This is an optimization exercise on Yosys and OpenROAD, whose aim is small area, a short achievable clock period and few clock cycles per item, not a production implementation. RTL that was checked went through simulation tests only; none was proved equivalent to the original. The RTL of run 1 was laid out without a check of its function. Power and IR drop assume default switching activity.

==> flow/design.v, too long to show whole: its modules and the start of the top module <==
// module multiplier: 1316 lines
// module mult_and000: 3 lines
// module mult_cb: 3 lines
// module mult_fa: 4 lines
// module mult_g0000: 3 lines
// module mult_ha: 4 lines
// module mult_one: 3 lines
// module mult_or2: 3 lines
// module mult_pp: 3 lines
// module mult_pps: 3 lines
// module mult_two: 3 lines
// module mult_two0: 3 lines
// module mult_xnor: 3 lines
// module mult_xor: 3 lines
// module mult_y: 3 lines
module multiplier(
	input logic clk,
	input logic rst,
	input logic start_flag,
	input logic[15:0] a,
	input logic[15:0] b,
	output logic[31:0] result,
	output logic status
	);
  // ...
==> flow/flow/run.sh <==
#!/bin/bash
set -euo pipefail
cd "$(dirname "$0")/.."
export BUFFER_PORTS_ARGS="-buffer_cell sky130_fd_sc_hd__buf_2"
bash standard.sh > make.log 2>&1
==> flow/standard.sh <==
#!/bin/bash
# synth_recipe.tcl (not shown) runs the flow's synth.tcl, then flattens the netlist and writes it again
# the make line also repeats each setting of config.mk as NAME=value (left out here)
make -C /OpenROAD-flow-scripts/flow DESIGN_CONFIG=/design/flow/config.mk WORK_HOME=/design/flow/orfs CLKGATE_MAP_FILE= SYNTH_SCRIPT=/design/flow/synth_recipe.tcl "${@:-finish}"
==> flow/config.mk <==
export PLATFORM = sky130hd
export DESIGN_NAME = multiplier
export DESIGN_NICKNAME = multiplier
export VERILOG_FILES = /design/flow/design.v
export SDC_FILE = /design/flow/constraint.sdc
export NUM_CORES = 4
export LEC_CHECK = 0
export CAP_MARGIN = 20
export CORE_MARGIN = 2
export CORE_UTILIZATION = 70
export GPL_TIMING_DRIVEN = 1
export SETUP_SLACK_MARGIN = 0.3
export SLEW_MARGIN = 20
export SYNTH_HIERARCHICAL = 1
==> flow/constraint.sdc <==
create_clock -name core_clock -period 4.0 [get_ports {clk}]
set_input_delay 0.8000 -clock core_clock [delete_from_list [all_inputs] [get_ports {clk}]]
set_output_delay 0.8000 -clock core_clock [all_outputs]
set_load 0.01 [all_outputs]
==> run summary, run 1 <==
Worst EP arrival 3.93 ns; Mean Syn Cell Area 11.41 µm²; Die ar. 10880 µm²; routed wl met2 8213 µm; DRT met1 WL 7228 µm; All-Layer GR Usage 32.67%; WL/cell 20.40 µm; I/O Buffers 67; global-route wire length before repair 28060 µm; P_sw 2.207 mW; status timing/DRC/antenna clean; setup bufs post-CTS 0; critical path launch point type input port; asr flop ratio synth 1.786%; Antenna Nets Post-Route 0; routed wire length 17080 µm; main combinational cell family by area after synthesis adder cells; gp weighted congestion 0.9158; Post-synth EDFFs 0; cell count after synthesis 617; post-synthesis sequential area ratio 15.99%; Synth top cells by count xor2_1 (158), a22o_1 (128), fa_1 (93), dfxtp_1 (55), ha_1 (42); Tcrit/Tclk final 92.84%; Yosys cell types 18; share of cell area taken by multi-input logic gates 73.39%; fin nets 873; clock buf count 7; Least-Margin Pin Slew 0.6214 ns; logic gate share of total power 74.1%; DR iter-0 viols 489; Sequential Power 0.939 mW; crit-path cells buf_2, xor2_1, a22o_1, ha_2, ha_2, fa_2, fa_2, fa_2, fa_2, fa_2, fa_1; vias in the first global route 5515
==> run 2: changes to the inputs <==
--- a/flow/design.v
+++ b/flow/design.v
@@ -598,37 +598,37 @@
 	logic pa1036;
 	logic pg1038;
 	logic pa1040;
 	logic pg1042;
 	logic pa1044;
 	logic pg1046;
 	logic pa1048;
 	logic pg1050;
-	logic pa1052;
-	logic pg1054;
-	logic pa1056;
-	logic pg1058;
-	logic pa1060;
-	logic pg1062;
-	logic pa1064;
-	logic pg1066;
-	logic pa1068;
-	logic pg1070;
-	logic pa1072;
-	logic pg1074;
-	logic pa1076;
-	logic pg1078;
-	logic pa1080;
-	logic pg1082;
+	logic pg1052;
+	logic pa1054;
+	logic pg1056;
+	logic pa1058;
+	logic pg1060;
+	logic pa1062;
+	logic pg1064;
+	logic pa1066;
+	logic pg1068;
+	logic pa1070;
+	logic pg1072;
+	logic pa1074;
+	logic pg1076;
+	logic pa1078;
+	logic pg1080;
+	logic pa1082;
 	logic pg1084;
 	logic pa1086;
 	logic pg1088;
 	logic pg1090;
-	logic pg1092;
+	logic pa1092;
 	logic pg1094;
 	logic pg1096;
 	logic pg1098;
 	logic pg1100;
 	logic pg1102;
 	logic pg1104;
 	logic pg1106;
 	logic pg1108;
@@ -640,20 +640,20 @@
 	logic pg1120;
 	logic pg1122;
 	logic pg1124;
 	logic pg1126;
 	logic pg1128;
 	logic pg1130;
 	logic pg1132;
 	logic pg1134;
-	logic sum1136;
-	logic sum1138;
-	logic sum1140;
-	logic sum1142;
+	logic pg1136;
+	logic pg1138;
+	logic pg1140;
+	logic pg1142;
 	logic sum1144;
 	logic sum1146;
 	logic sum1148;
 	logic sum1150;
 	logic sum1152;
 	logic sum1154;
 	logic sum1156;
 	logic sum1158;
@@ -663,25 +663,33 @@
 	logic sum1166;
 	logic sum1168;
 	logic sum1170;
 	logic sum1172;
 	logic sum1174;
 	logic sum1176;
 	logic sum1178;
 	logic sum1180;
+	logic sum1182;
+	logic sum1184;
+	logic sum1186;
+	logic sum1188;
+	logic sum1190;
+	logic sum1192;
 	logic q0_0;
 	logic q1_0;
 	logic q2_0;
 	logic q3_0;
 	logic q4_0;
 	logic q5_0;
+	logic q6_c;
 	logic q6_0;
+	logic q6_1;
 	logic q7_0;
-	logic q8_c;
+	logic q7_1;
 	logic q8_0;
 	logic q8_1;
 	logic q9_0;
 	logic q9_1;
 	logic q10_0;
 	logic q10_1;
 	logic q11_0;
 	logic q11_1;
@@ -1131,18 +1139,18 @@
 	assign s909 = ~pp571;
 	assign c910 = pp571;
 	mult_ha u913 (.x(b[1]), .y(pp37), .s(s911), .c(c912));
 	mult_ha u916 (.x(pp39), .y(c912), .s(s914), .c(c915));
 	mult_fa u919 (.x(s828), .y(pp109), .z(c915), .s(s917), .c(c918));
 	mult_fa u922 (.x(c829), .y(s831), .z(c918), .s(s920), .c(c921));
 	mult_fa u925 (.x(c832), .y(s834), .z(c921), .s(s923), .c(c924));
 	mult_fa u928 (.x(c835), .y(s837), .z(c924), .s(s926), .c(c927));
-	mult_fa u931 (.x(c838), .y(s840), .z(c927), .s(s929), .c(c930));
-	mult_fa u934 (.x(c841), .y(s843), .z(c930), .s(s932), .c(c933));
+	mult_ha u931 (.x(q6_0), .y(q6_1), .s(s929), .c(c930));
+	mult_ha u934 (.x(q7_0), .y(q7_1), .s(s932), .c(c933));
 	mult_ha u937 (.x(q8_0), .y(q8_1), .s(s935), .c(c936));
 	mult_ha u940 (.x(q9_0), .y(q9_1), .s(s938), .c(c939));
 	mult_ha u943 (.x(q10_0), .y(q10_1), .s(s941), .c(c942));
 	mult_ha u946 (.x(q11_0), .y(q11_1), .s(s944), .c(c945));
 	mult_ha u949 (.x(q12_0), .y(q12_1), .s(s947), .c(c948));
 	mult_ha u952 (.x(q13_0), .y(q13_1), .s(s950), .c(c951));
 	mult_ha u955 (.x(q14_0), .y(q14_1), .s(s953), .c(c954));
 	mult_ha u958 (.x(q15_0), .y(q15_1), .s(s956), .c(c957));
@@ -1156,115 +1164,123 @@
 	mult_ha u982 (.x(q23_0), .y(q23_1), .s(s980), .c(c981));
 	mult_ha u985 (.x(q24_0), .y(q24_1), .s(s983), .c(c984));
 	mult_ha u988 (.x(q25_0), .y(q25_1), .s(s986), .c(c987));
 	mult_ha u991 (.x(q26_0), .y(q26_1), .s(s989), .c(c990));
 	mult_ha u994 (.x(q27_0), .y(q27_1), .s(s992), .c(c993));
 	mult_ha u997 (.x(q28_0), .y(q28_1), .s(s995), .c(c996));
 	mult_ha u1000 (.x(q29_0), .y(q29_1), .s(s998), .c(c999));
 	mult_ha u1003 (.x(q30_0), .y(q30_1), .s(s1001), .c(c1002));
-	mult_and000 u1005 (.a(s938), .b(s935), .y(pa1004));
-	mult_g0000 u1007 (.gh(c939), .ph(s938), .gl(c936), .g(pg1006));
-	mult_and000 u1009 (.a(s944), .b(s941), .y(pa1008));
-	mult_g0000 u1011 (.gh(c945), .ph(s944), .gl(c942), .g(pg1010));
-	mult_and000 u1013 (.a(s950), .b(s947), .y(pa1012));
-	mult_g0000 u1015 (.gh(c951), .ph(s950), .gl(c948), .g(pg1014));
-	mult_and000 u1017 (.a(s956), .b(s953), .y(pa1016));
-	mult_g0000 u1019 (.gh(c957), .ph(s956), .gl(c954), .g(pg1018));
-	mult_and000 u1021 (.a(s962), .b(s959), .y(pa1020));
-	mult_g0000 u1023 (.gh(c963), .ph(s962), .gl(c960), .g(pg1022));
-	mult_and000 u1025 (.a(s968), .b(s965), .y(pa1024));
-	mult_g0000 u1027 (.gh(c969), .ph(s968), .gl(c966), .g(pg1026));
-	mult_and000 u1029 (.a(s974), .b(s971), .y(pa1028));
-	mult_g0000 u1031 (.gh(c975), .ph(s974), .gl(c972), .g(pg1030));
-	mult_and000 u1033 (.a(s980), .b(s977), .y(pa1032));
-	mult_g0000 u1035 (.gh(c981), .ph(s980), .gl(c978), .g(pg1034));
-	mult_and000 u1037 (.a(s986), .b(s983), .y(pa1036));
-	mult_g0000 u1039 (.gh(c987), .ph(s986), .gl(c984), .g(pg1038));
-	mult_and000 u1041 (.a(s992), .b(s989), .y(pa1040));
-	mult_g0000 u1043 (.gh(c993), .ph(s992), .gl(c990), .g(pg1042));
-	mult_and000 u1045 (.a(s998), .b(s995), .y(pa1044));
-	mult_g0000 u1047 (.gh(c999), .ph(s998), .gl(c996), .g(pg1046));
-	mult_and000 u1049 (.a(pa1008), .b(pa1004), .y(pa1048));
-	mult_g0000 u1051 (.gh(pg1010), .ph(pa1008), .gl(pg1006), .g(pg1050));
-	mult_and000 u1053 (.a(pa1016), .b(pa1012), .y(pa1052));
-	mult_g0000 u1055 (.gh(pg1018), .ph(pa1016), .gl(pg1014), .g(pg1054));
-	mult_and000 u1057 (.a(pa1024), .b(pa1020), .y(pa1056));
-	mult_g0000 u1059 (.gh(pg1026), .ph(pa1024), .gl(pg1022), .g(pg1058));
-	mult_and000 u1061 (.a(pa1032), .b(pa1028), .y(pa1060));
-	mult_g0000 u1063 (.gh(pg1034), .ph(pa1032), .gl(pg1030), .g(pg1062));
-	mult_and000 u1065 (.a(pa1040), .b(pa1036), .y(pa1064));
-	mult_g0000 u1067 (.gh(pg1042), .ph(pa1040), .gl(pg1038), .g(pg1066));
-	mult_and000 u1069 (.a(s1001), .b(pa1044), .y(pa1068));
-	mult_g0000 u1071 (.gh(c1002), .ph(s1001), .gl(pg1046), .g(pg1070));
-	mult_and000 u1073 (.a(pa1052), .b(pa1048), .y(pa1072));
-	mult_g0000 u1075 (.gh(pg1054), .ph(pa1052), .gl(pg1050), .g(pg1074));
-	mult_and000 u1077 (.a(pa1060), .b(pa1056), .y(pa1076));
-	mult_g0000 u1079 (.gh(pg1062), .ph(pa1060), .gl(pg1058), .g(pg1078));
-	mult_and000 u1081 (.a(pa1068), .b(pa1064), .y(pa1080));
-	mult_g0000 u1083 (.gh(pg1070), .ph(pa1068), .gl(pg1066), .g(pg1082));
-	mult_g0000 u1085 (.gh(pg1074), .ph(pa1072), .gl(q8_c), .g(pg1084));
-	mult_and000 u1087 (.a(pa1080), .b(pa1076), .y(pa1086));
-	mult_g0000 u1089 (.gh(pg1082), .ph(pa1080), .gl(pg1078), .g(pg1088));
-	mult_g0000 u1091 (.gh(pg1088), .ph(pa1086), .gl(pg1084), .g(pg1090));
-	mult_g0000 u1093 (.gh(pg1078), .ph(pa1076), .gl(pg1084), .g(pg1092));
-	mult_g0000 u1095 (.gh(pg1050), .ph(pa1048), .gl(q8_c), .g(pg1094));
-	mult_g0000 u1097 (.gh(pg1058), .ph(pa1056), .gl(pg1084), .g(pg1096));
-	mult_g0000 u1099 (.gh(pg1066), .ph(pa1064), .gl(pg1092), .g(pg1098));
-	mult_g0000 u1101 (.gh(pg1006), .ph(pa1004), .gl(q8_c), .g(pg1100));
-	mult_g0000 u1103 (.gh(pg1014), .ph(pa1012), .gl(pg1094), .g(pg1102));
-	mult_g0000 u1105 (.gh(pg1022), .ph(pa1020), .gl(pg1084), .g(pg1104));
-	mult_g0000 u1107 (.gh(pg1030), .ph(pa1028), .gl(pg1096), .g(pg1106));
-	mult_g0000 u1109 (.gh(pg1038), .ph(pa1036), .gl(pg1092), .g(pg1108));
-	mult_g0000 u1111 (.gh(pg1046), .ph(pa1044), .gl(pg1098), .g(pg1110));
-	mult_g0000 u1113 (.gh(c936), .ph(s935), .gl(q8_c), .g(pg1112));
-	mult_g0000 u1115 (.gh(c942), .ph(s941), .gl(pg1100), .g(pg1114));
-	mult_g0000 u1117 (.gh(c948), .ph(s947), .gl(pg1094), .g(pg1116));
-	mult_g0000 u1119 (.gh(c954), .ph(s953), .gl(pg1102), .g(pg1118));
-	mult_g0000 u1121 (.gh(c960), .ph(s959), .gl(pg1084), .g(pg1120));
-	mult_g0000 u1123 (.gh(c966), .ph(s965), .gl(pg1104), .g(pg1122));
-	mult_g0000 u1125 (.gh(c972), .ph(s971), .gl(pg1096), .g(pg1124));
-	mult_g0000 u1127 (.gh(c978), .ph(s977), .gl(pg1106), .g(pg1126));
-	mult_g0000 u1129 (.gh(c984), .ph(s983), .gl(pg1092), .g(pg1128));
-	mult_g0000 u1131 (.gh(c990), .ph(s989), .gl(pg1108), .g(pg1130));
-	mult_g0000 u1133 (.gh(c996), .ph(s995), .gl(pg1098), .g(pg1132));
-	mult_g0000 u1135 (.gh(c1002), .ph(s1001), .gl(pg1110), .g(pg1134));
-	mult_xor u1137 (.a(s935), .b(q8_c), .y(sum1136));
-	mult_xor u1139 (.a(s938), .b(pg1112), .y(sum1138));
-	mult_xor u1141 (.a(s941), .b(pg1100), .y(sum1140));
-	mult_xor u1143 (.a(s944), .b(pg1114), .y(sum1142));
-	mult_xor u1145 (.a(s947), .b(pg1094), .y(sum1144));
-	mult_xor u1147 (.a(s950), .b(pg1116), .y(sum1146));
-	mult_xor u1149 (.a(s953), .b(pg1102), .y(sum1148));
-	mult_xor u1151 (.a(s956), .b(pg1118), .y(sum1150));
-	mult_xor u1153 (.a(s959), .b(pg1084), .y(sum1152));
-	mult_xor u1155 (.a(s962), .b(pg1120), .y(sum1154));
-	mult_xor u1157 (.a(s965), .b(pg1104), .y(sum1156));
-	mult_xor u1159 (.a(s968), .b(pg1122), .y(sum1158));
-	mult_xor u1161 (.a(s971), .b(pg1096), .y(sum1160));
-	mult_xor u1163 (.a(s974), .b(pg1124), .y(sum1162));
-	mult_xor u1165 (.a(s977), .b(pg1106), .y(sum1164));
-	mult_xor u1167 (.a(s980), .b(pg1126), .y(sum1166));
-	mult_xor u1169 (.a(s983), .b(pg1092), .y(sum1168));
-	mult_xor u1171 (.a(s986), .b(pg1128), .y(sum1170));
-	mult_xor u1173 (.a(s989), .b(pg1108), .y(sum1172));
-	mult_xor u1175 (.a(s992), .b(pg1130), .y(sum1174));
-	mult_xor u1177 (.a(s995), .b(pg1098), .y(sum1176));
-	mult_xor u1179 (.a(s998), .b(pg1132), .y(sum1178));
-	mult_xor u1181 (.a(s1001), .b(pg1110), .y(sum1180));
+	mult_and000 u1005 (.a(s932), .b(s929), .y(pa1004));
+	mult_g0000 u1007 (.gh(c933), .ph(s932), .gl(c930), .g(pg1006));
+	mult_and000 u1009 (.a(s938), .b(s935), .y(pa1008));
+	mult_g0000 u1011 (.gh(c939), .ph(s938), .gl(c936), .g(pg1010));
+	mult_and000 u1013 (.a(s944), .b(s941), .y(pa1012));
+	mult_g0000 u1015 (.gh(c945), .ph(s944), .gl(c942), .g(pg1014));
+	mult_and000 u1017 (.a(s950), .b(s947), .y(pa1016));
+	mult_g0000 u1019 (.gh(c951), .ph(s950), .gl(c948), .g(pg1018));
+	mult_and000 u1021 (.a(s956), .b(s953), .y(pa1020));
+	mult_g0000 u1023 (.gh(c957), .ph(s956), .gl(c954), .g(pg1022));
+	mult_and000 u1025 (.a(s962), .b(s959), .y(pa1024));
+	mult_g0000 u1027 (.gh(c963), .ph(s962), .gl(c960), .g(pg1026));
+	mult_and000 u1029 (.a(s968), .b(s965), .y(pa1028));
+	mult_g0000 u1031 (.gh(c969), .ph(s968), .gl(c966), .g(pg1030));
+	mult_and000 u1033 (.a(s974), .b(s971), .y(pa1032));
+	mult_g0000 u1035 (.gh(c975), .ph(s974), .gl(c972), .g(pg1034));
+	mult_and000 u1037 (.a(s980), .b(s977), .y(pa1036));
+	mult_g0000 u1039 (.gh(c981), .ph(s980), .gl(c978), .g(pg1038));
+	mult_and000 u1041 (.a(s986), .b(s983), .y(pa1040));
+	mult_g0000 u1043 (.gh(c987), .ph(s986), .gl(c984), .g(pg1042));
+	mult_and000 u1045 (.a(s992), .b(s989), .y(pa1044));
+	mult_g0000 u1047 (.gh(c993), .ph(s992), .gl(c990), .g(pg1046));
+	mult_and000 u1049 (.a(s998), .b(s995), .y(pa1048));
+	mult_g0000 u1051 (.gh(c999), .ph(s998), .gl(c996), .g(pg1050));
+	mult_g0000 u1053 (.gh(pg1006), .ph(pa1004), .gl(q6_c), .g(pg1052));
+	mult_and000 u1055 (.a(pa1012), .b(pa1008), .y(pa1054));
+	mult_g0000 u1057 (.gh(pg1014), .ph(pa1012), .gl(pg1010), .g(pg1056));
+	mult_and000 u1059 (.a(pa1020), .b(pa1016), .y(pa1058));
+	mult_g0000 u1061 (.gh(pg1022), .ph(pa1020), .gl(pg1018), .g(pg1060));
+	mult_and000 u1063 (.a(pa1028), .b(pa1024), .y(pa1062));
+	mult_g0000 u1065 (.gh(pg1030), .ph(pa1028), .gl(pg1026), .g(pg1064));
+	mult_and000 u1067 (.a(pa1036), .b(pa1032), .y(pa1066));
+	mult_g0000 u1069 (.gh(pg1038), .ph(pa1036), .gl(pg1034), .g(pg1068));
+	mult_and000 u1071 (.a(pa1044), .b(pa1040), .y(pa1070));
+	mult_g0000 u1073 (.gh(pg1046), .ph(pa1044), .gl(pg1042), .g(pg1072));
+	mult_and000 u1075 (.a(s1001), .b(pa1048), .y(pa1074));
+	mult_g0000 u1077 (.gh(c1002), .ph(s1001), .gl(pg1050), .g(pg1076));
+	mult_and000 u1079 (.a(pa1058), .b(pa1054), .y(pa1078));
+	mult_g0000 u1081 (.gh(pg1060), .ph(pa1058), .gl(pg1056), .g(pg1080));
+	mult_and000 u1083 (.a(pa1066), .b(pa1062), .y(pa1082));
+	mult_g0000 u1085 (.gh(pg1068), .ph(pa1066), .gl(pg1064), .g(pg1084));
+	mult_and000 u1087 (.a(pa1074), .b(pa1070), .y(pa1086));
+	mult_g0000 u1089 (.gh(pg1076), .ph(pa1074), .gl(pg1072), .g(pg1088));
+	mult_g0000 u1091 (.gh(pg1080), .ph(pa1078), .gl(pg1052), .g(pg1090));
+	mult_and000 u1093 (.a(pa1086), .b(pa1082), .y(pa1092));
+	mult_g0000 u1095 (.gh(pg1088), .ph(pa1086), .gl(pg1084), .g(pg1094));
+	mult_g0000 u1097 (.gh(pg1094), .ph(pa1092), .gl(pg1090), .g(pg1096));
+	mult_g0000 u1099 (.gh(pg1084), .ph(pa1082), .gl(pg1090), .g(pg1098));
+	mult_g0000 u1101 (.gh(pg1056), .ph(pa1054), .gl(pg1052), .g(pg1100));
+	mult_g0000 u1103 (.gh(pg1064), .ph(pa1062), .gl(pg1090), .g(pg1102));
+	mult_g0000 u1105 (.gh(pg1072), .ph(pa1070), .gl(pg1098), .g(pg1104));
+	mult_g0000 u1107 (.gh(pg1010), .ph(pa1008), .gl(pg1052), .g(pg1106));
+	mult_g0000 u1109 (.gh(pg1018), .ph(pa1016), .gl(pg1100), .g(pg1108));
+	mult_g0000 u1111 (.gh(pg1026), .ph(pa1024), .gl(pg1090), .g(pg1110));
+	mult_g0000 u1113 (.gh(pg1034), .ph(pa1032), .gl(pg1102), .g(pg1112));
+	mult_g0000 u1115 (.gh(pg1042), .ph(pa1040), .gl(pg1098), .g(pg1114));
+	mult_g0000 u1117 (.gh(pg1050), .ph(pa1048), .gl(pg1104), .g(pg1116));
+	mult_g0000 u1119 (.gh(c930), .ph(s929), .gl(q6_c), .g(pg1118));
+	mult_g0000 u1121 (.gh(c936), .ph(s935), .gl(pg1052), .g(pg1120));
+	mult_g0000 u1123 (.gh(c942), .ph(s941), .gl(pg1106), .g(pg1122));
+	mult_g0000 u1125 (.gh(c948), .ph(s947), .gl(pg1100), .g(pg1124));
+	mult_g0000 u1127 (.gh(c954), .ph(s953), .gl(pg1108), .g(pg1126));
+	mult_g0000 u1129 (.gh(c960), .ph(s959), .gl(pg1090), .g(pg1128));
+	mult_g0000 u1131 (.gh(c966), .ph(s965), .gl(pg1110), .g(pg1130));
+	mult_g0000 u1133 (.gh(c972), .ph(s971), .gl(pg1102), .g(pg1132));
+	mult_g0000 u1135 (.gh(c978), .ph(s977), .gl(pg1112), .g(pg1134));
+	mult_g0000 u1137 (.gh(c984), .ph(s983), .gl(pg1098), .g(pg1136));
+	mult_g0000 u1139 (.gh(c990), .ph(s989), .gl(pg1114), .g(pg1138));
+	mult_g0000 u1141 (.gh(c996), .ph(s995), .gl(pg1104), .g(pg1140));
+	mult_g0000 u1143 (.gh(c1002), .ph(s1001), .gl(pg1116), .g(pg1142));
+	mult_xor u1145 (.a(s929), .b(q6_c), .y(sum1144));
+	mult_xor u1147 (.a(s932), .b(pg1118), .y(sum1146));
+	mult_xor u1149 (.a(s935), .b(pg1052), .y(sum1148));
+	mult_xor u1151 (.a(s938), .b(pg1120), .y(sum1150));
+	mult_xor u1153 (.a(s941), .b(pg1106), .y(sum1152));
+	mult_xor u1155 (.a(s944), .b(pg1122), .y(sum1154));
+	mult_xor u1157 (.a(s947), .b(pg1100), .y(sum1156));
+	mult_xor u1159 (.a(s950), .b(pg1124), .y(sum1158));
+	mult_xor u1161 (.a(s953), .b(pg1108), .y(sum1160));
+	mult_xor u1163 (.a(s956), .b(pg1126), .y(sum1162));
+	mult_xor u1165 (.a(s959), .b(pg1090), .y(sum1164));
+	mult_xor u1167 (.a(s962), .b(pg1128), .y(sum1166));
+	mult_xor u1169 (.a(s965), .b(pg1110), .y(sum1168));
+	mult_xor u1171 (.a(s968), .b(pg1130), .y(sum1170));
+	mult_xor u1173 (.a(s971), .b(pg1102), .y(sum1172));
+	mult_xor u1175 (.a(s974), .b(pg1132), .y(sum1174));
+	mult_xor u1177 (.a(s977), .b(pg1112), .y(sum1176));
+	mult_xor u1179 (.a(s980), .b(pg1134), .y(sum1178));
+	mult_xor u1181 (.a(s983), .b(pg1098), .y(sum1180));
+	mult_xor u1183 (.a(s986), .b(pg1136), .y(sum1182));
+	mult_xor u1185 (.a(s989), .b(pg1114), .y(sum1184));
+	mult_xor u1187 (.a(s992), .b(pg1138), .y(sum1186));
+	mult_xor u1189 (.a(s995), .b(pg1104), .y(sum1188));
+	mult_xor u1191 (.a(s998), .b(pg1140), .y(sum1190));
+	mult_xor u1193 (.a(s1001), .b(pg1116), .y(sum1192));
 	always_ff @(posedge clk) begin
 		q0_0 <= s911;
 		q1_0 <= s914;
 		q2_0 <= s917;
 		q3_0 <= s920;
 		q4_0 <= s923;
 		q5_0 <= s926;
-		q6_0 <= s929;
-		q7_0 <= s932;
-		q8_c <= c933;
+		q6_c <= c927;
+		q6_0 <= c838;
+		q6_1 <= s840;
+		q7_0 <= c841;
+		q7_1 <= s843;
 		q8_0 <= c844;
 		q8_1 <= s846;
 		q9_0 <= c847;
 		q9_1 <= s849;
 		q10_0 <= c850;
 		q10_1 <= s852;
 		q11_0 <= c853;
 		q11_1 <= s855;
@@ -1306,17 +1322,17 @@
 		q29_1 <= s909;
 		q30_0 <= c910;
 		q30_1 <= pp573;
 	end
 	always_ff @(posedge clk or negedge rst) begin
 		if(~rst) done <= 1'b0;
 		else done <= start_flag;
 	end
-	assign result = {~pg1134, sum1180, sum1178, sum1176, sum1174, sum1172, sum1170, sum1168, sum1166, sum1164, sum1162, sum1160, sum1158, sum1156, sum1154, sum1152, sum1150, sum1148, sum1146, sum1144, sum1142, sum1140, sum1138, sum1136, q7_0, q6_0, q5_0, q4_0, q3_0, q2_0, q1_0, q0_0};
+	assign result = {~pg1142, sum1192, sum1190, sum1188, sum1186, sum1184, sum1182, sum1180, sum1178, sum1176, sum1174, sum1172, sum1170, sum1168, sum1166, sum1164, sum1162, sum1160, sum1158, sum1156, sum1154, sum1152, sum1150, sum1148, sum1146, sum1144, q5_0, q4_0, q3_0, q2_0, q1_0, q0_0};
 	assign status = done;
 endmodule
 module mult_and000(input logic a, input logic b, output logic y);
 	assign y = (a & b);
 endmodule
 module mult_cb(input logic b1, input logic b0, input logic bm, output logic cb);
 	assign cb = b1 & ~(b0 & bm);
 endmodule
==> flow/config.mk (replaced) <==
export PLATFORM = sky130hd
export DESIGN_NAME = multiplier
export DESIGN_NICKNAME = multiplier
export VERILOG_FILES = /design/flow/design.v
export SDC_FILE = /design/flow/constraint.sdc
export NUM_CORES = 4
export LEC_CHECK = 0
export CAP_MARGIN = 20
export CORE_MARGIN = 2
export CORE_UTILIZATION = 80
export GPL_TIMING_DRIVEN = 1
export SETUP_SLACK_MARGIN = 0.3
export SLEW_MARGIN = 20
export SYNTH_HIERARCHICAL = 1
==> run summary, run 2 <==
gp weighted congestion 0.9637 (+5.2%); Post-synth EDFFs 0 (unchanged); min Tclk post-route 3.629 ns; Slew Limit Fails 0; die span in y 98.29 µm; Bufs on Longest Clock Path 2; DR top layer met4; H-tree levels 3; initial antenna violation count 0; internal cell power 3.015 mW; Synth top area share 25.62%; fin nets 880 (+0.80%); CTS clk-pin slew, worst paths 0.07 ns; Lkg Pwr 3.905 nW; I/O Pins 68; clock tree sinks 58; router iterations before antenna repair 5; PwrDens 710.1 nW/µm²; DR vias/cell 7.006; I/O Buffers 67 (unchanged); P_sw 2.596 mW (+18%); total CTS buffers 9; largest net degree at the start of global routing 18; Top FF cell, synth dfxtp_1; IR drop worst, VDD 0.6799 mV; Initial Util 81.95%; Least-Margin Pin Slew 0.5568 ns (-0.06464 ns); CP Data Required Time 3.20 ns; vias in the first global route 5953 (+7.9%); commonest non-fill, non-tap cell in the layout xor2_1; CTS tree yes; final total power 5.611 mW; share of layout cells above drive strength 1 19.86%; Synth top cells by count xor2_1 (160), a22o_1 (128), fa_1 (91), dfxtp_1 (57); drt drc 0; GR Overflow Total 0; most common cell in the netlist xor2_1; Post-Synthesis Net Count 795; Tcrit/Tclk final 90.71% (-2.1 points); routed wire length 20240 µm (+19%); Antenna Nets Post-Route 0 (unchanged); DRT met1 WL 7547 µm (+4.4%); post-synthesis sequential area ratio 16.40% (+0.40 points); max_cap viols 0; total number of vias 5766; asr flop ratio synth 1.724% (-0.062 points); critical path type reg2out; Hold Buf Count CTS 0; Critical Path Fanout Max 5; DR iter-0 viols 761 (+56%); top cells by area, synth fa_1 (26%), xor2_1 (20%), dfxtp_1 (16%), a22o_1 (16%), ha_1 (7.7%); clock power share 10.6%; ant diodes 0; Rows 34; Core Area 8678 µm²; DR WL met3 1838 µm; highest-count cells in the layout ignoring fill and taps xor2_1 (154), a22o_1 (128), fa_1 (91); Setup crit end kind output pin; setup bufs post-CTS 0 (unchanged); RSZ-0062 raised after global routing no; total of warnings raised by yosys 7; Synth area leader fa_1; cell count after synthesis 625 (+1.3%); P&R area growth vs syn 11.12%; Worst EP arrival 2.83 ns (-1.10 ns); mapped cell area 7112 µm²; Reg power frac 17.3%; logic gate share of total power 72.1% (-2.0 points); fmax 275.6 MHz; Die ar. 9660 µm² (-11%); routed wl met2 9818 µm (+20%); worst min path class in2async; Mean Syn Cell Area 11.38 µm² (-0.28%); Slew headroom 62.85%; DP HPWL 14680 µm; status timing/DRC/antenna clean; Net Sw Frac 46.26%; setup_tns 0 ns; Final Hold Fails 0; Yosys cell types 18 (unchanged); global-route wire length before repair 30920 µm (+10%); critical path launch point type flop; Final Setup Violations 0; WL/cell 24.60 µm (+21%); Root Buffer clkbuf_8; FF+latch count, synth 58; All-Layer GR Usage 41.68% (+9.0 points); chip width 98.29 µm
==> run 2: repair_timing <==
action,CTS,global route
pin swaps,0,0
gates resized for setup,1,1
setup endpoints to repair,1,3
==> run 2: power by group through the flow <==
stage,logic [mW],registers [mW],clock network (mW)
after floorplan,3.20,0.947,0
after global placement,3.50,0.962,0
after detailed placement,3.82,0.977,0
after CTS,3.95,0.970,0.591
after global routing,4.39,0.988,0.610
final,4.05,0.972,0.592
==> run 2: worst max-delay path, cell delays in order (launching register included) <==
cell	delay, ns
dfxtp_1	0.30
ha_1	0.36
a21o_1	0.24
a21o_1	0.21
a21o_1	0.19
a21o_4	0.22
a21o_4	0.24
a21o_1	0.21
a21o_1	0.19
a21o_1	0.15
inv_1	0.04
buf_2	0.11
==> run 2: worst max path at each step <==
stage | from | end
2_1_floorplan | b[11] | q17_1
3_3_place_gp | b[11] | q16_1
3_5_place_dp | b[11] | q17_1
4_1_cts | q9_1 | result[30]
5_1_grt | q9_1 | result[27]
6_report | q9_1 | result[31]
==> run 2: kinds of logic after synthesis <==
family / after synthesis / synth area share [%]
adder cells (fa/ha/maj): 135 / 33.36
flip-flops: 58 / 16.40
AO/OA/AOI/OAI: 194 / 23.31
XOR/XNOR: 164 / 20.20
AND/OR/NAND/NOR: 38 / 3.202
buffers and inverters: 36 / 3.536
==> run 2: stage by stage <==
| stage | cells | setup WS [ns] | cell area (µm²) | utilization, % | hold WS (ns) |
|---|---|---|---|---|---|
| detailed placement | 807 | 0.1183 | 7680 | 88.49 | 0.5754 |
| global route | 823 | 0.3038 | 7903 | 91.06 | 0.1969 |
| floorplan | 625 | 0.3113 | 7157 | - | 0.5044 |
| finish | 823 | 0.3714 | 7903 | 91.06 | 0.2034 |
| CTS | 823 | 0.3265 | 7895 | 90.97 | 0.1994 |
| global placement | 807 | 0.2731 | 7680 | 88.49 | 0.5745 |
==> run 2: layout make-up <==
| type | count | area [µm²] |
|---|---|---|
| Clock buffer | 14 | 172.7 |
| Clock inverter | 2 | 35.03 |
| Fill cell | 331 | 775.7 |
| Inverter | 5 | 18.77 |
| Multi-Input combinational cell | 531 | 5754 |
| Sequential cell | 58 | 1166 |
| Tap cell | 108 | 135.1 |
| Timing Repair Buffer | 105 | 620.6 |
==> run 2: modules after synthesis (local to each module, per instance), excerpt <==
module | cell area (µm²) | cells | flip-flops and latches | times used
multiplier | 1418 | 94 | 58 | 1
mult_y | 8.758 | 1 | 0 | 128
mult_pp | 8.758 | 1 | 0 | 128
mult_pps | 5.005 | 1 | 0 | 8
mult_two0 | 13.76 | 1 | 0 | 1
mult_and000 | 6.256 | 1 | 0 | 19
mult_xor | 8.758 | 1 | 0 | 25
mult_xnor | 8.758 | 1 | 0 | 4
mult_or2 | 6.256 | 1 | 0 | 4
mult_g0000 | 7.507 | 1 | 0 | 44
mult_fa | 20.02 | 1 | 0 | 91
mult_ha | 12.51 | 1 | 0 | 44
mult_two | 22.52 | 3 | 0 | 7
==> run 2: routing by layer <==
layer  global-route usage [%]  vias up
met5                        0        -
met4                    18.76        0
met3                    7.802      113
met2                    70.23      442
met1                    52.51     2822
li1                         -     2389
Testbench counts of run 2, summed over its fixed seeds: cycles 1,608, items 1,600.
==> run 3: changes to the inputs <==
--- a/flow/config.mk
+++ b/flow/config.mk
@@ -9,5 +9,5 @@
 export CORE_MARGIN = 2
-export CORE_UTILIZATION = 80
+export CORE_UTILIZATION = 70
 export GPL_TIMING_DRIVEN = 1
-export SETUP_SLACK_MARGIN = 0.3
+export SETUP_SLACK_MARGIN = 0.5
 export SLEW_MARGIN = 20
==> run summary, run 3 <==
IR drop worst, VDD 0.7750 mV (+14%); post-synthesis mux area share 0% (unchanged); clock tree sinks 58 (unchanged); Net Sw Frac 43.94% (-2.3 points); Slew headroom 72.86% (+10 points); XOR/XNOR Fraction of Synth Area 20.20% (unchanged); I/O Pins 68 (unchanged); fmax 289.7 MHz (+5.1%); Setup crit end kind flop; clock power share 9.8% (-0.8 points); Synth top area share 25.62% (unchanged); total CTS buffers 9 (unchanged); CTS clk-pin slew, worst paths 0.06 ns (about the same); highest-count cells in the layout ignoring fill and taps xor2_1 (152), a22o_1 (128), fa_1 (91); setup_tns 0 ns (unchanged); I/O Buffers 67 (unchanged); critical path launch point type input port; main combinational cell family by area after synthesis adder cells; Tcrit/Tclk final 86.30% (-4.4 points); mapped cell area 7112 µm² (unchanged); crit-path leading delay family adder cells; DP HPWL 13950 µm (-4.9%); Setup WS pre-CTS 0.1458 ns (+0.02752 ns); H-tree levels 3 (unchanged); Reg power frac 18.1% (+0.8 points); chip width 104.8 µm (+6.6%); Final Hold Fails 0 (unchanged); Slew Limit Fails 0 (unchanged); Yosys cell types 18 (unchanged); Final Non-Filler Cells 855 (+3.9%); vias in the first global route 5906 (-0.79%); router iterations before antenna repair 5 (unchanged); drt drc 0 (unchanged); P_sw 2.459 mW (-5.3%); internal cell power 3.137 mW (+4.0%); Synth Area in Adders 33.36% (unchanged); die span in y 104.8 µm (+6.6%); critical path type in2reg; post-synthesis sequential area ratio 16.40% (unchanged); fin nets 887 (+0.80%); worst min path class in2async; Lkg Pwr 3.947 nW (+1.1%); FF+latch count, synth 58 (unchanged); Core Area 9819 µm² (+13%); largest net degree at the start of global routing 18 (unchanged); asr flop ratio synth 1.724% (unchanged); Initial Util 72.43% (-9.5 points); Synth top cells by count xor2_1 (160), a22o_1 (128), fa_1 (91), dfxtp_1 (57); crit-path cells clkbuf_4, buf_4, xor2_1, a22o_1, fa_1, fa_1, fa_1, fa_1; Inst Count DP 829 (+2.7%); Post-synth EDFFs 0 (unchanged); Final Util 83.91% (-7.2 points); max_cap viols 0 (unchanged); share of layout cells above drive strength 1 23.27% (+3.4 points); logic gate share of total power 72.1% (about the same); commonest non-fill, non-tap cell in the layout xor2_1; min Tclk post-route 3.452 ns (-0.1767 ns); initial antenna violation count 0 (unchanged); total of warnings raised by yosys 7 (unchanged); global-route wire length before repair 29360 µm (-5.0%); Bufs on Longest Clock Path 2 (unchanged); WP buf/inv 2 (unchanged); DP Area 7749 µm² (+0.90%); CTS tree yes; P&R area growth vs syn 15.85%; ant diodes 0 (unchanged); gp weighted congestion 0.9894 (+2.7%); PwrDens 679.1 nW/µm² (-4.4%); delay of the slowest cell on the worst path 0.58 ns (+0.22 ns); RSZ-0062 raised after global routing yes; slowest stage cell, crit path fa_1; Mean Syn Cell Area 11.38 µm² (unchanged); Critical Path Fanout Max 10 (+5); top cells by area, synth fa_1 (26%), xor2_1 (20%), dfxtp_1 (16%), a22o_1 (16%), ha_1 (7.7%); final setup margin 0.5482 ns (+0.1767 ns); GR Overflow Total 0 (unchanged); All-Layer GR Usage 34.14% (-7.5 points); most common cell in the netlist xor2_1; Antenna Nets Post-Route 0 (unchanged); Rows 36 (+5.9%); routed wire length 18170 µm (-10%); WL/cell 21.25 µm (-14%); Root Buffer clkbuf_8; cell mode on critical path fa_1; total number of vias 5527 (-4.1%); Synth area leader fa_1; Synth Area in Compound Gates 23.31% (unchanged); Post-Synthesis Net Count 795 (unchanged); DR iter-0 viols 465 (-39%); CP Data Required Time 4.24 ns (+1.04 ns); status timing/DRC/antenna clean; DR vias/cell 6.464 (-7.7%); Die ar. 10980 µm² (+14%); Hold Buf Count CTS 0 (unchanged); Synth Area in Simple Gates 3.202% (unchanged); cell count after synthesis 625 (unchanged); Worst EP arrival 3.69 ns (+0.86 ns); Design Area, Final 8239 µm² (+4.3%); Least-Margin Pin Slew 0.4042 ns (-0.1526 ns); Top FF cell, synth dfxtp_1; Final Setup Violations 0 (unchanged)
==> run 3: worst paths after layout <==
path	from	to	slack, ns	cells after the start
max	b[7]	q17_1	0.55	8
min	rst	done	0.21	1
min in group core_clock	start_flag	done	0.55	1
max in group asynchronous	rst	done	3.71	1
==> run 3: metrics by stage <==
step	hold WS (ns)	total power, mW
after floorplan	0.5044	4.154
final	0.2062	5.596
after global placement	0.5742	4.503
after detailed placement	0.5779	4.715
after global routing	0.1933	6.088
after CTS	0.2017	5.498
==> run 3: kinds of logic after synthesis <==
kind of cell               count (synthesis)
xor gates and xnor gates                 164
adders and majority gates                135
buffers and inverters                     36
DFF                                       58
AOI/OAI and AO/OA                        194
and+or+nand+nor                           38
==> run 3: layout make-up <==
type | count | area (µm²)
flip-flops and latches | 58 | 1174
clock buffers | 13 | 148.9
inverters | 5 | 18.77
well taps | 133 | 166.4
multi-input cells | 531 | 5992
fillers | 585 | 1580
clock inverters | 3 | 40.04
repair buffers | 112 | 699.4
==> run 3: per-layer routing <==
layer / vias to the layer above / GRT usage, % / wire [µm]
met5: - / 0 / 0
li1: 2412 / - / -
met3: 47 / 7.611 / 1380
met2: 287 / 55.52 / 8744
met4: 0 / 11.33 / 416
met1: 2781 / 45.45 / 7632
==> run 3: Yosys stat by module (local to each module, per instance), excerpt <==
module | cells | times used | cell area (µm²) | flops+latches
mult_and000 | 1 | 19 | 6.256 | 0
mult_cb | 1 | 7 | 11.26 | 0
mult_one | 1 | 7 | 8.758 | 0
mult_or2 | 1 | 4 | 6.256 | 0
mult_pp | 1 | 128 | 8.758 | 0
mult_pps | 1 | 8 | 5.005 | 0
mult_two0 | 1 | 1 | 13.76 | 0
mult_xor | 1 | 25 | 8.758 | 0
mult_y | 1 | 128 | 8.758 | 0
multiplier | 94 | 1 | 1418 | 58
==> run 3: repair_timing <==
| action | CTS | global route |
|---|---|---|
| cloned | 0 | 0 |
| buffers inserted | 3 | 7 |
| gates resized for setup | 15 | 21 |
| pin swaps | 7 | 7 |
| setup endpoints to repair | 4 | 22 |
==> run 3: power by group through the flow <==
stage	logic (mW)	clock network (mW)	registers, mW
final	4.03	0.546	1.02
after global routing	4.48	0.575	1.04
after floorplan	3.21	0	0.947
after detailed placement	3.74	0	0.971
after global placement	3.54	0	0.966
after CTS	3.95	0.549	0.999
==> run 4: changes to the inputs <==
--- a/flow/config.mk
+++ b/flow/config.mk
@@ -11,3 +11,3 @@
 export GPL_TIMING_DRIVEN = 1
-export SETUP_SLACK_MARGIN = 0.5
+export SETUP_SLACK_MARGIN = 0.2
 export SLEW_MARGIN = 20
==> run summary, run 4 <==
status timing/DRC/antenna clean; critical path type in2reg; FF+latch count, synth 58 (unchanged); main combinational cell family by area after synthesis adder cells; GR Overflow Total 0 (unchanged); Worst EP arrival 3.98 ns (+0.29 ns); Synth area leader fa_1; logic gate share of total power 70.9% (-1.2 points); DR vias/cell 6.381 (-1.3%); die span in y 104.8 µm (unchanged); ant diodes 0 (unchanged); post-cts resize count 0 (-15); Bufs on Longest Clock Path 2 (unchanged); Rows 36 (unchanged); Yosys cell types 18 (unchanged); Final Setup Violations 0 (unchanged); WL/cell 20.88 µm (-1.7%); post-synthesis sequential area ratio 16.40% (unchanged); Final Hold Fails 0 (unchanged); DP HPWL 13990 µm (+0.23%); IR drop worst, VDD 0.8227 mV (+6.2%); largest net degree at the start of global routing 19 (+1); critical path launch point type input port; Post-Synthesis Net Count 795 (unchanged); Post-synth EDFFs 0 (unchanged); final total power 5.323 mW (-4.9%); global-route wire length before repair 28610 µm (-2.6%); Slew Limit Fails 0 (unchanged); Least-Margin Pin Slew 1.049 ns (+0.6444 ns); fin nets 877 (-1.1%); multi-input logic area 5694 µm² (-5.0%); highest-count cells in the layout ignoring fill and taps xor2_1 (160), a22o_1 (128), fa_1 (91); Synth top cells by count xor2_1 (160), a22o_1 (128), fa_1 (91), dfxtp_1 (57); Lkg Pwr 3.893 nW (-1.4%); share of layout cells above drive strength 1 18.68% (-4.6 points); All-Layer GR Usage 33.74% (-0.41 points); total CTS buffers 9 (unchanged); setup bufs post-CTS 0 (-3); Initial Util 72.43% (unchanged); post-synthesis mux area share 0% (unchanged); Worst Setup EP q17_1; Critical Path Fanout Max 12 (+2); Reg power frac 18.2% (about the same); Antenna Nets Post-Route 0 (unchanged); top cells by area, synth fa_1 (26%), xor2_1 (20%), dfxtp_1 (16%), a22o_1 (16%), ha_1 (7.7%); max_cap viols 0 (unchanged); Net Sw Frac 44.72% (+0.78 points); Register Area 1166 µm² (-0.64%); min Tclk post-route 3.747 ns (+0.2956 ns); cell count after synthesis 625 (unchanged); router iterations before antenna repair 5 (unchanged); XOR/XNOR Fraction of Synth Area 20.20% (unchanged); Worst Hold Margin 0.1996 ns (-0.006622 ns); internal cell power 2.943 mW (-6.2%); PwrDens 676.2 nW/µm² (-0.44%); Synth top area share 25.62% (unchanged); Fillers 656 (+12%); Core Area 9819 µm² (unchanged); RSZ-0062 raised after global routing no; fmax 266.9 MHz (-7.9%); I/O Buffers 67 (unchanged); gp weighted congestion 0.9347 (-5.5%); H-tree levels 3 (unchanged); clock tree sinks 58 (unchanged); worst min path class in2async; I/O Pins 68 (unchanged); crit path from b[8]; Tcrit/Tclk final 93.68% (+7.4 points); initial antenna violation count 0 (unchanged); commonest non-fill, non-tap cell in the layout xor2_1; total of warnings raised by yosys 7 (unchanged); Root Buffer clkbuf_8; asr flop ratio synth 1.724% (unchanged); Slew headroom 29.86% (-43 points); Synth Area in Compound Gates 23.31% (unchanged); Synth Area in Simple Gates 3.202% (unchanged); CTS tree yes; chip width 104.8 µm (unchanged); CP Data Required Time 4.23 ns (about the same); P_sw 2.381 mW (-3.2%); Synth Area in Adders 33.36% (unchanged); mapped cell area 7112 µm² (unchanged); total number of vias 5392 (-2.4%); CTS clk-pin slew, worst paths 0.07 ns (about the same); Top FF cell, synth dfxtp_1; P&R area growth vs syn 10.70%; most common cell in the netlist xor2_1; DR iter-0 viols 406 (-13%); Mean Syn Cell Area 11.38 µm² (unchanged); Die ar. 10980 µm² (unchanged); Hold Buf Count CTS 0 (unchanged); drt drc 0 (unchanged); routed wire length 17650 µm (-2.9%); clock power share 10.9% (+1.1 points); Setup crit end kind flop; vias in the first global route 5594 (-5.3%)
==> run 4: routing by layer <==
layer	vias to the layer above	wire length, µm	global-route usage [%]
met2	228	8488	56.22
met4	0	530	13.33
met1	2722	7606	44.12
met5	-	0	0
met3	45	1021	5.427
li1	2397	-	-
==> run 4: how the worst min path moves through the flow <==
| stage | startpoint | endpoint | cells past startpoint |
|---|---|---|---|
| 6_report | rst | done | 1 |
| 5_1_grt | rst | done | 1 |
| 4_1_cts | rst | done | 1 |
| 3_5_place_dp | rst | done | 1 |
| 3_3_place_gp | rst | done | 1 |
| 2_1_floorplan | rst | done | 0 |
==> run 4: kinds of logic (layout without fill, tap and decap cells) <==
logic type / after synthesis / after routing
flops: 58 / 58
compound gates: 194 / 194
xor+xnor: 164 / 164
fa+ha+maj: 135 / 135
buf+inv: 36 / 123
simple gates: 38 / 38
==> run 4: power groups by stage <==
| stage | clock network (mW) | logic, mW | registers [mW] |
|---|---|---|---|
| 2_1_floorplan | 0 | 3.20 | 0.947 |
| 6_report | 0.579 | 3.78 | 0.968 |
| 3_3_place_gp | 0 | 3.52 | 0.966 |
| 3_5_place_dp | 0 | 3.74 | 0.979 |
| 4_1_cts | 0.586 | 3.78 | 0.970 |
| 5_1_grt | 0.609 | 4.20 | 0.990 |
==> run 4: layout make-up <==
cell class	instances	area share, %
clock buffer	11	1.923
clock inverter	5	0.6675
inverter	5	0.2384
multi-input combinational	531	72.33
sequential	58	14.81
tap	133	2.114
timing repair buffer	102	7.915
==> run 4: worst max-delay path, stage by stage <==
cell    delay, ns
buf_2        0.12
xor2_1       0.83
a22o_1       0.30
fa_1         0.47
fa_1         0.47
fa_1         0.57
fa_1         0.42
==> run 4: metrics by stage <==
stage | setup slack [ns] | setup TNS, ns | util (%) | instance area [µm²] | std cells
after global placement | 0.004976 | 0 | 78.10 | 7669 | 829
after floorplan | 0.2576 | 0 | - | 7112 | 625
after CTS | 0.2889 | 0 | 80.17 | 7873 | 845
after detailed placement | -0.08906 | -0.2419 | 78.10 | 7669 | 829
final | 0.2526 | 0 | 80.17 | 7873 | 845
after global routing | 0.2123 | 0 | 80.17 | 7873 | 845
==> run 4: modules after synthesis, one instance, submodules excluded, a selection <==
module	times used	cells	flops+latches	cell area [µm²]
mult_and000	19	1	0	6.256
mult_two0	1	1	0	13.76
mult_or2	4	1	0	6.256
mult_pps	8	1	0	5.005
mult_g0000	44	1	0	7.507
mult_ha	44	1	0	12.51
mult_cb	7	1	0	11.26
mult_xnor	4	1	0	8.758
mult_one	7	1	0	8.758
mult_xor	25	1	0	8.758
mult_pp	128	1	0	8.758
==> run 5: changes to the inputs <==
--- a/flow/config.mk
+++ b/flow/config.mk
@@ -10,4 +10,6 @@
 export CORE_UTILIZATION = 70
+export CTS_BUF_LIST = sky130_fd_sc_hd__clkbuf_4 sky130_fd_sc_hd__clkbuf_8
+export CTS_CLUSTER_SIZE = 30
 export GPL_TIMING_DRIVEN = 1
-export SETUP_SLACK_MARGIN = 0.2
+export SETUP_SLACK_MARGIN = 0.3
 export SLEW_MARGIN = 20
==> run summary, run 5 <==
status timing/DRC/antenna clean; Setup crit end kind flop; Bufs on Longest Clock Path 2 (unchanged); Initial Util 72.43% (unchanged); Fillers 645 (-1.7%); ant diodes 0 (unchanged); H-tree levels 3 (unchanged); cell count after synthesis 625 (unchanged); initial antenna violation count 0 (unchanged); RSZ-0062 raised after global routing no; asr flop ratio synth 1.724% (unchanged); Synth top area share 25.62% (unchanged); critical path launch point type input port; total of warnings raised by yosys 7 (unchanged); GR Overflow Total 0 (unchanged); mapped cell area 7112 µm² (unchanged); Least-Margin Pin Slew 0.5701 ns (-0.4785 ns); clock tree sinks 58 (unchanged); Mean Syn Cell Area 11.38 µm² (unchanged); critical path type in2reg; post-synthesis sequential area ratio 16.40% (unchanged); Post-synth EDFFs 0 (unchanged); Slew Limit Fails 0 (unchanged); Synth top cells by count xor2_1 (160), a22o_1 (128), fa_1 (91), dfxtp_1 (57); WL/cell 20.81 µm (-0.36%); Top FF cell, synth dfxtp_1; Die ar. 10980 µm² (unchanged); Final Util 80.42% (+0.24 points); CP Data Required Time 4.23 ns (about the same); most common cell in the netlist xor2_1; Antenna Nets Post-Route 0 (unchanged); commonest non-fill, non-tap cell in the layout xor2_1; I/O Pins 68 (unchanged); max_cap viols 0 (unchanged); Post-Synthesis Net Count 795 (unchanged); Hold Buf Count CTS 0 (unchanged); All-Layer GR Usage 33.57% (-0.16 points); chip width 104.8 µm (unchanged); P&R area growth vs syn 11.03%; fin nets 875 (-0.23%); global-route wire length before repair 28900 µm (+1.0%); setup bufs post-CTS 0 (unchanged); Rows 36 (unchanged); highest-count cells in the layout ignoring fill and taps xor2_1 (154), a22o_1 (128), fa_1 (91); total CTS buffers 9 (unchanged); fmax 277.5 MHz (+4.0%); share of layout cells above drive strength 1 19.44% (+0.76 points); Slew headroom 61.96% (+32 points); DR iter-0 viols 419 (+3.2%); router iterations before antenna repair 5 (unchanged); post-cts resize count 0 (unchanged); IR drop worst, VDD 0.8204 mV (-0.28%); min Tclk post-route 3.603 ns (-0.1441 ns); routed wire length 17540 µm (-0.60%); setup_tns 0 ns (unchanged); Final Setup Violations 0 (unchanged); largest net degree at the start of global routing 18 (-1); DP HPWL 13710 µm (-2.0%); Yosys cell types 18 (unchanged); Core Area 9819 µm² (unchanged); CTS clk-pin slew, worst paths 0.07 ns (about the same); die span in y 104.8 µm (unchanged); gp weighted congestion 0.9143 (-2.2%); CTS tree yes; DR vias/cell 6.326 (-0.86%); Critical Path Fanout Max 16 (+4); Synth area leader fa_1; Worst EP arrival 3.83 ns (-0.15 ns); Lkg Pwr 3.889 nW (-0.11%); I/O Buffers 67 (unchanged); total number of vias 5333 (-1.1%); top cells by area, synth fa_1 (26%), xor2_1 (20%), dfxtp_1 (16%), a22o_1 (16%), ha_1 (7.7%); vias in the first global route 5754 (+2.9%); drt drc 0 (unchanged); Root Buffer clkbuf_8; worst min path class in2async; Final Hold Fails 0 (unchanged); Tcrit/Tclk final 90.08% (-3.6 points); PwrDens 674.9 nW/µm² (-0.18%); FF+latch count, synth 58 (unchanged)
## run 5: worst max-delay path by stage
stage,startpoint,to,slack (ns),cells past startpoint
floorplan,b[11],q17_1,0.31,6
global placement,b[1],q15_1,0.19,8
detailed placement,b[1],q15_1,0.11,8
CTS,q15_1,result[31],0.42,11
global route,b[13],q17_1,0.30,8
finish,b[13],q17_1,0.40,8
## run 5: layer usage
layer	track usage (%)	vias to the layer above	part of all wire, %
met3	4.554	26	6.0
met1	44.58	2692	44
met4	10.10	0	1.6
met2	57.42	233	48
li1	-	2382	-
met5	0	-	0
## run 5: kinds of logic after synthesis
| kind of cell | synth area share (%) |
|---|---|
| AND/OR/NAND/NOR | 3.202 |
| XOR/XNOR | 20.20 |
| adder cells (fa/ha/maj) | 33.36 |
| buffers and inverters | 3.536 |
| flip-flops | 16.40 |
| AO/OA/AOI/OAI | 23.31 |
## run 5: Yosys stat by module (local to each module, per instance), excerpt
| module | cells | area, µm² | times used |
|---|---|---|---|
| mult_xnor | 1 | 8.758 | 4 |
| mult_ha | 1 | 12.51 | 44 |
| mult_or2 | 1 | 6.256 | 4 |
| mult_two | 3 | 22.52 | 7 |
| mult_g0000 | 1 | 7.507 | 44 |
| mult_y | 1 | 8.758 | 128 |
| mult_pps | 1 | 5.005 | 8 |
| mult_and000 | 1 | 6.256 | 19 |
| mult_two0 | 1 | 13.76 | 1 |
## run 5: critical path: stages
cell and delay (ns):
buf_2 0.37, nand2b_1 0.13, o22ai_2 0.43, a22o_1 0.24
fa_1 0.42, fa_1 0.45, fa_1 0.58, fa_1 0.41
## run 5: per-stage QoR
stage	instances	hold slack, ns	setup WS [ns]	power [mW]	area (µm²)
floorplan	625	0.5044	0.3113	4.147	7157
global placement	827	0.5744	0.1861	4.489	7674
detailed placement	827	0.5756	0.1104	4.707	7674
CTS	843	0.1997	0.4224	5.336	7889
global route	843	0.2025	0.3030	5.828	7896
finish	843	0.2097	0.3967	5.329	7896
## run 5: power breakdown
part	switching [mW]	internal (mW)
sequential	0.0827	0.876
clock	0.245	0.352
combinational	2.02	1.75
## run 5: area by class of cell
class	instances	area, µm²	area share, %
Multi-Input combinational cell	531	5747	72.78
Sequential cell	58	1166	14.77
Timing Repair Buffer	100	583.1	7.384
Clock buffer	14	180.2	2.282
Tap cell	133	166.4	2.107
Clock inverter	2	35.03	0.4437
Inverter	5	18.77	0.2377
==> run 6: changes to the inputs <==
--- a/flow/config.mk
+++ b/flow/config.mk
@@ -10,4 +10,2 @@
 export CORE_UTILIZATION = 70
-export CTS_BUF_LIST = sky130_fd_sc_hd__clkbuf_4 sky130_fd_sc_hd__clkbuf_8
-export CTS_CLUSTER_SIZE = 30
 export GPL_TIMING_DRIVEN = 1
==> run summary, run 6 <==
RSZ-0062 raised after global routing no; IR drop worst, VDD 0.8218 mV (+0.17%); share of layout cells above drive strength 1 19.15% (-0.28 points); cell count after synthesis 625 (unchanged); Hold Buf Count CTS 0 (unchanged); critical path type in2reg; Final Hold Fails 0 (unchanged); min Tclk post-route 3.549 ns (-0.05410 ns); Tcrit/Tclk final 88.73% (-1.4 points); Final Setup Violations 0 (unchanged); Core Area 9819 µm² (unchanged); GR Overflow Total 0 (unchanged); post-synthesis sequential area ratio 16.40% (unchanged); Bufs on Longest Clock Path 2 (unchanged); Antenna Nets Post-Route 0 (unchanged); setup_tns 0 ns (unchanged); Lkg Pwr 3.882 nW (-0.18%); I/O Buffers 67 (unchanged); initial antenna violation count 0 (unchanged); CTS clk-pin slew, worst paths 0.07 ns (about the same); asr flop ratio synth 1.724% (unchanged); I/O Pins 68 (unchanged); drt drc 0 (unchanged); worst min path class in2async; Synth area leader fa_1; total of warnings raised by yosys 7 (unchanged); clock tree sinks 58 (unchanged); PwrDens 674.9 nW/µm² (about the same); DR iter-0 viols 373 (-11%); CTS tree yes; routed wire length 17540 µm (about the same); gp weighted congestion 0.9143 (unchanged); DP HPWL 13710 µm (unchanged); Post-Synthesis Net Count 795 (unchanged); DR vias/cell 6.343 (+0.26%); top cells by area, synth fa_1 (26%), xor2_1 (20%), dfxtp_1 (16%), a22o_1 (16%), ha_1 (7.7%); chip width 104.8 µm (unchanged); mapped cell area 7112 µm² (unchanged); Rows 36 (unchanged); largest net degree at the start of global routing 18 (unchanged); WL/cell 20.81 µm (about the same); die span in y 104.8 µm (unchanged); setup bufs post-CTS 0 (unchanged); Fillers 644 (-0.16%); status timing/DRC/antenna clean; router iterations before antenna repair 5 (unchanged); fmax 281.8 MHz (+1.5%); P&R area growth vs syn 11.03% (unchanged); crit path from b[1]; CP Data Required Time 4.23 ns (about the same); Inst Count DP 827 (unchanged); total number of vias 5347 (+0.26%); Mean Syn Cell Area 11.38 µm² (unchanged); Yosys cell types 18 (unchanged); global-route wire length before repair 28920 µm (about the same); commonest non-fill, non-tap cell in the layout xor2_1; Post-synth EDFFs 0 (unchanged); Root Buffer clkbuf_8; Slew headroom 62.56% (+0.60 points); Least-Margin Pin Slew 0.5611 ns (-0.008966 ns); fin nets 875 (unchanged); highest-count cells in the layout ignoring fill and taps xor2_1 (154), a22o_1 (128), fa_1 (91); total CTS buffers 9 (unchanged); Synth top cells by count xor2_1 (160), a22o_1 (128), fa_1 (91), dfxtp_1 (57); ant diodes 0 (unchanged); Synth top area share 25.62% (unchanged); post-cts resize count 0 (unchanged); max_cap viols 0 (unchanged); FF+latch count, synth 58 (unchanged); Slew Limit Fails 0 (unchanged); Die ar. 10980 µm² (unchanged); Final Non-Filler Cells 843 (unchanged); All-Layer GR Usage 33.66% (+0.080 points); Initial Util 72.43% (unchanged); multi-input logic area 5754 µm² (+0.13%); Worst EP arrival 3.78 ns (-0.05 ns); Setup crit end kind flop; H-tree levels 3 (unchanged); Critical Path Fanout Max 11 (-5); vias in the first global route 5758 (+0.070%); most common cell in the netlist xor2_1; Register Area 1166 µm² (unchanged); Top FF cell, synth dfxtp_1; critical path launch point type input port
-- run 6: cell types whose count changed in the layout (fill, tap and decap cells not counted) --
cell      delta
o22ai_2      -1
clkbuf_4     -2
o22ai_4      +1
clkbuf_1     +2
-- run 6: path summary, 6_finish.rpt --
kind                       slack [ns]    end  cells past startpoint
max                              0.45  q15_1                      8
min                              0.19   done                      1
max in group asynchronous        3.72   done                      1
min in group core_clock          0.54   done                      1
-- run 6: logic make-up (layout without fill, tap and decap cells) --
group | count (synthesis) | after routing | synth area share, %
flops | 58 | 58 | 16.40
compound gates | 194 | 194 | 23.31
xor+xnor | 164 | 164 | 20.20
simple gates | 38 | 38 | 3.202
fa+ha+maj | 135 | 135 | 33.36
buf+inv | 36 | 121 | 3.536
-- run 6: per-stage QoR --
stage	hold WS, ns	setup WS, ns	total power, mW	utilization (%)	instance area, µm²
global placement	0.5744	0.1861	4.489	78.15	7674
finish	0.1946	0.4508	5.329	80.42	7896
global route	0.1986	0.3075	5.820	80.42	7896
CTS	0.1988	0.4224	5.325	80.26	7881
detailed placement	0.5756	0.1104	4.707	78.15	7674
floorplan	0.5044	0.3113	4.147	-	7157
-- run 6: area by class of cell --
| cell class | count | area share [%] |
|---|---|---|
| multi-input combinational | 531 | 72.87 |
| tap | 133 | 2.107 |
| clock buffer | 14 | 2.187 |
| sequential | 58 | 14.77 |
| clock inverter | 2 | 0.4437 |
| inverter | 5 | 0.2377 |
| timing repair buffer | 100 | 7.384 |
-- run 6: modules after synthesis (local to each module, per instance) --
module | flip-flops and latches | cell area, µm² | cells
mult_two | 0 | 22.52 | 3
mult_pps | 0 | 5.005 | 1
mult_two0 | 0 | 13.76 | 1
mult_g0000 | 0 | 7.507 | 1
mult_and000 | 0 | 6.256 | 1
mult_y | 0 | 8.758 | 1
mult_xor | 0 | 8.758 | 1
mult_xnor | 0 | 8.758 | 1
multiplier | 58 | 1418 | 94
mult_one | 0 | 8.758 | 1
mult_fa | 0 | 20.02 | 1
mult_cb | 0 | 11.26 | 1
mult_pp | 0 | 8.758 | 1
mult_ha | 0 | 12.51 | 1
mult_or2 | 0 | 6.256 | 1
-- run 6: per-layer routing --
metal,vias up,track usage (%),routed length (µm)
li1,2385,-,-
met1,2717,44.83,7765
met2,216,57.19,8424
met3,29,4.741,1076
met4,0,10.29,278
met5,-,0,0
-- run 6: critical path, stage by stage --
cell and delay [ns]:
buf_2 0.25, nand2_1 0.11, o22ai_2 0.42, a22o_1 0.24, fa_1 0.46, fa_1 0.49
fa_1 0.59, fa_1 0.42
-- run 6: report_power, final --
part	internal, mW	switching, mW
Sequential	0.876	0.0824
Clock	0.338	0.250
Combinational	1.76	2.02
==> run 7: changes to the inputs <==
==> flow/flow/run.sh (replaced) <==
#!/bin/bash
set -euo pipefail
cd "$(dirname "$0")/.."
export BUFFER_PORTS_ARGS="-buffer_cell sky130_fd_sc_hd__buf_1"
bash standard.sh > make.log 2>&1
==> run summary, run 7 <==
Post-synth EDFFs 0 (unchanged); WL/cell 20.63 µm (-0.85%); Worst EP arrival 3.84 ns (+0.06 ns); chip width 104.8 µm (unchanged); fin nets 892 (+1.9%); Fillers 630 (-2.2%); highest-count cells in the layout ignoring fill and taps xor2_1 (154), a22o_1 (128), fa_1 (91); critical path launch point type input port; WP buf/inv 2 (+1); worst min path class in2async; vias in the first global route 5711 (-0.82%); P&R area growth vs syn 12.65%; Post-Synthesis Net Count 795 (unchanged); Lkg Pwr 3.801 nW (-2.1%); crit-path leading delay family adder cells; Synth top area share 25.62% (unchanged); Design Area, Final 8011 µm² (+1.5%); CTS clk-pin slew, worst paths 0.06 ns (about the same); Die ar. 10980 µm² (unchanged); cell count after synthesis 625 (unchanged); initial antenna violation count 0 (unchanged); Synth top cells by count xor2_1 (160), a22o_1 (128), fa_1 (91), dfxtp_1 (57); share of layout cells above drive strength 1 12.52% (-6.6 points); global-route wire length before repair 28920 µm (unchanged); Final Hold Fails 0 (unchanged); Critical Path Fanout Max 24 (+13); Top FF cell, synth dfxtp_1; Core Area 9819 µm² (unchanged); max_cap viols 0 (unchanged); delay of the slowest cell on the worst path 0.59 ns (about the same); Synth area leader fa_1; I/O Pins 68 (unchanged); critical path type in2reg; final total power 5.169 mW (-3.0%); most common cell in the netlist xor2_1; Bufs on Longest Clock Path 2 (unchanged); Slew headroom 51.15% (-11 points); Root Buffer clkbuf_8; die span in y 104.8 µm (unchanged); mapped cell area 7112 µm² (unchanged); status timing/DRC/antenna clean; CP Data Required Time 4.23 ns (about the same); GR Overflow Total 0 (unchanged); FF+latch count, synth 58 (unchanged); DP Area 7755 µm² (+1.1%); setup bufs post-CTS 0 (unchanged); Rows 36 (unchanged); total number of vias 5448 (+1.9%); Initial Util 72.43% (unchanged); post-synthesis sequential area ratio 16.40% (unchanged); Final Setup Violations 0 (unchanged); cell mode on critical path fa_1; final setup margin 0.3931 ns (-0.05774 ns); All-Layer GR Usage 33.91% (+0.26 points); Tcrit/Tclk final 90.17% (+1.4 points); slowest stage cell, crit path fa_1; I/O Buffers 67 (unchanged); PwrDens 645.2 nW/µm² (-4.4%); fmax 277.2 MHz (-1.6%); DR iter-0 viols 515 (+38%); crit-path cells buf_1, buf_12, nand2b_1, o22ai_2, a22o_1, fa_1, fa_1, fa_1, fa_1; routed wire length 17750 µm (+1.2%); asr flop ratio synth 1.724% (unchanged); setup_tns 0 ns (unchanged); H-tree levels 3 (unchanged); IR drop worst, VDD 0.6630 mV (-19%); total of warnings raised by yosys 7 (unchanged); Setup WS pre-CTS -0.05978 ns (-0.1702 ns); Worst Hold Margin 0.1942 ns (-0.0003580 ns); DP HPWL 14390 µm (+5.0%); clock tree sinks 58 (unchanged); router iterations before antenna repair 5 (unchanged); largest net degree at the start of global routing 25 (+7); Final Non-Filler Cells 860 (+2.0%); top cells by area, synth fa_1 (26%), xor2_1 (20%), dfxtp_1 (16%), a22o_1 (16%), ha_1 (7.7%); Inst Count DP 844 (+2.1%); gp weighted congestion 0.9795 (+7.1%); DR vias/cell 6.335 (-0.13%); commonest non-fill, non-tap cell in the layout xor2_1; Least-Margin Pin Slew 0.7327 ns (+0.1716 ns); drt drc 0 (unchanged); total CTS buffers 9 (unchanged); Slew Limit Fails 0 (unchanged); CTS tree yes; min Tclk post-route 3.607 ns (+0.05774 ns); Mean Syn Cell Area 11.38 µm² (unchanged); Antenna Nets Post-Route 0 (unchanged); Yosys cell types 18 (unchanged); ant diodes 0 (unchanged); Final Util 81.59% (+1.2 points); RSZ-0062 raised after global routing yes; Setup crit end kind flop
## run 7: logic make-up after synthesis
family,count (synthesis),share of synthesized area [%]
simple gates,38,3.202
xor+xnor,164,20.20
fa+ha+maj,135,33.36
compound gates,194,23.31
buf+inv,36,3.536
flops,58,16.40
## run 7: worst max-delay path by stage
| stage | start | endpoint | slack [ns] | depth (start not counted) |
|---|---|---|---|---|
| after global placement | b[3] | q16_1 | 0.04 | 8 |
| after floorplan | b[11] | q17_1 | 0.31 | 6 |
| after detailed placement | b[7] | q17_1 | -0.06 | 7 |
| final | b[11] | q18_1 | 0.39 | 9 |
| after CTS | b[7] | q17_1 | 0.30 | 7 |
| after global routing | b[5] | q17_1 | 0.29 | 9 |
## run 7: metal layers
layer	vias up	track usage, %	share of wire [%]
met4	0	13.24	2.5
met1	2704	46.02	43
li1	2417	-	-
met5	-	0	0
met2	283	55.80	47
met3	44	4.055	7.3
## run 7: per-module statistics from Yosys (local to each module, per instance), a selection
| module | cell area [µm²] | cells | times used | flops+latches |
|---|---|---|---|---|
| mult_y | 8.758 | 1 | 128 | 0 |
| mult_fa | 20.02 | 1 | 91 | 0 |
| mult_xnor | 8.758 | 1 | 4 | 0 |
| mult_two | 22.52 | 3 | 7 | 0 |
| mult_pps | 5.005 | 1 | 8 | 0 |
| mult_or2 | 6.256 | 1 | 4 | 0 |
| mult_pp | 8.758 | 1 | 128 | 0 |
## run 7: power by group
part | switching [mW] | internal, mW
clock network | 0.241 | 0.302
registers | 0.0846 | 0.876
logic | 2.03 | 1.63
total | 2.36 | 2.81
## run 7: repair_timing
item / in CTS / in global routing
hold buffers: 0 / 0
hold endpoints to repair: 0 / 0
resized for setup: 0 / 12
setup endpoints to repair: 0 / 21
## run 7: cell type report
cell class / instances / area, µm² / area share (%)
inverter: 5 / 18.77 / 0.2343
multi-input combinational: 531 / 5793 / 72.31
clock inverter: 5 / 53.80 / 0.6716
tap: 133 / 166.4 / 2.077
clock buffer: 11 / 141.4 / 1.765
timing repair buffer: 117 / 671.9 / 8.387
sequential: 58 / 1166 / 14.56

## re-timing with driven ports
In the flow no input, the clock included, has a driving cell. The finished layouts below were timed again as built, in two steps.
Step 1, drivers: a clkbuf_16 drives clk and a buf_2 each remaining input, both assumed.
Step 2, shift: input delay + t, output delay - t, t = (earliest + latest rising clock arrival at the registers) / 2. This alone moves slack from input paths to output paths.
a / b / c = ideal ports / drivers / drivers and shift; a / b = the first two.
run	shift t [ns]	setup WS [ns]
run 1	0.348	0.287 / 0.300 / -0.047
run 2	0.385	0.371 / 0.338 / 0.028
run 3	0.395	0.548 / 0.521 / 0.167
run 4	0.392	0.253 / 0.267 / -0.125
run 5	0.388	0.397 / 0.411 / 0.023
run 6	0.398	0.451 / 0.429 / 0.067
run 7	0.386	0.393 / 0.394 / 0.008
With both steps, setup timing fails in run 1 and run 4, where it was met with ideal ports.
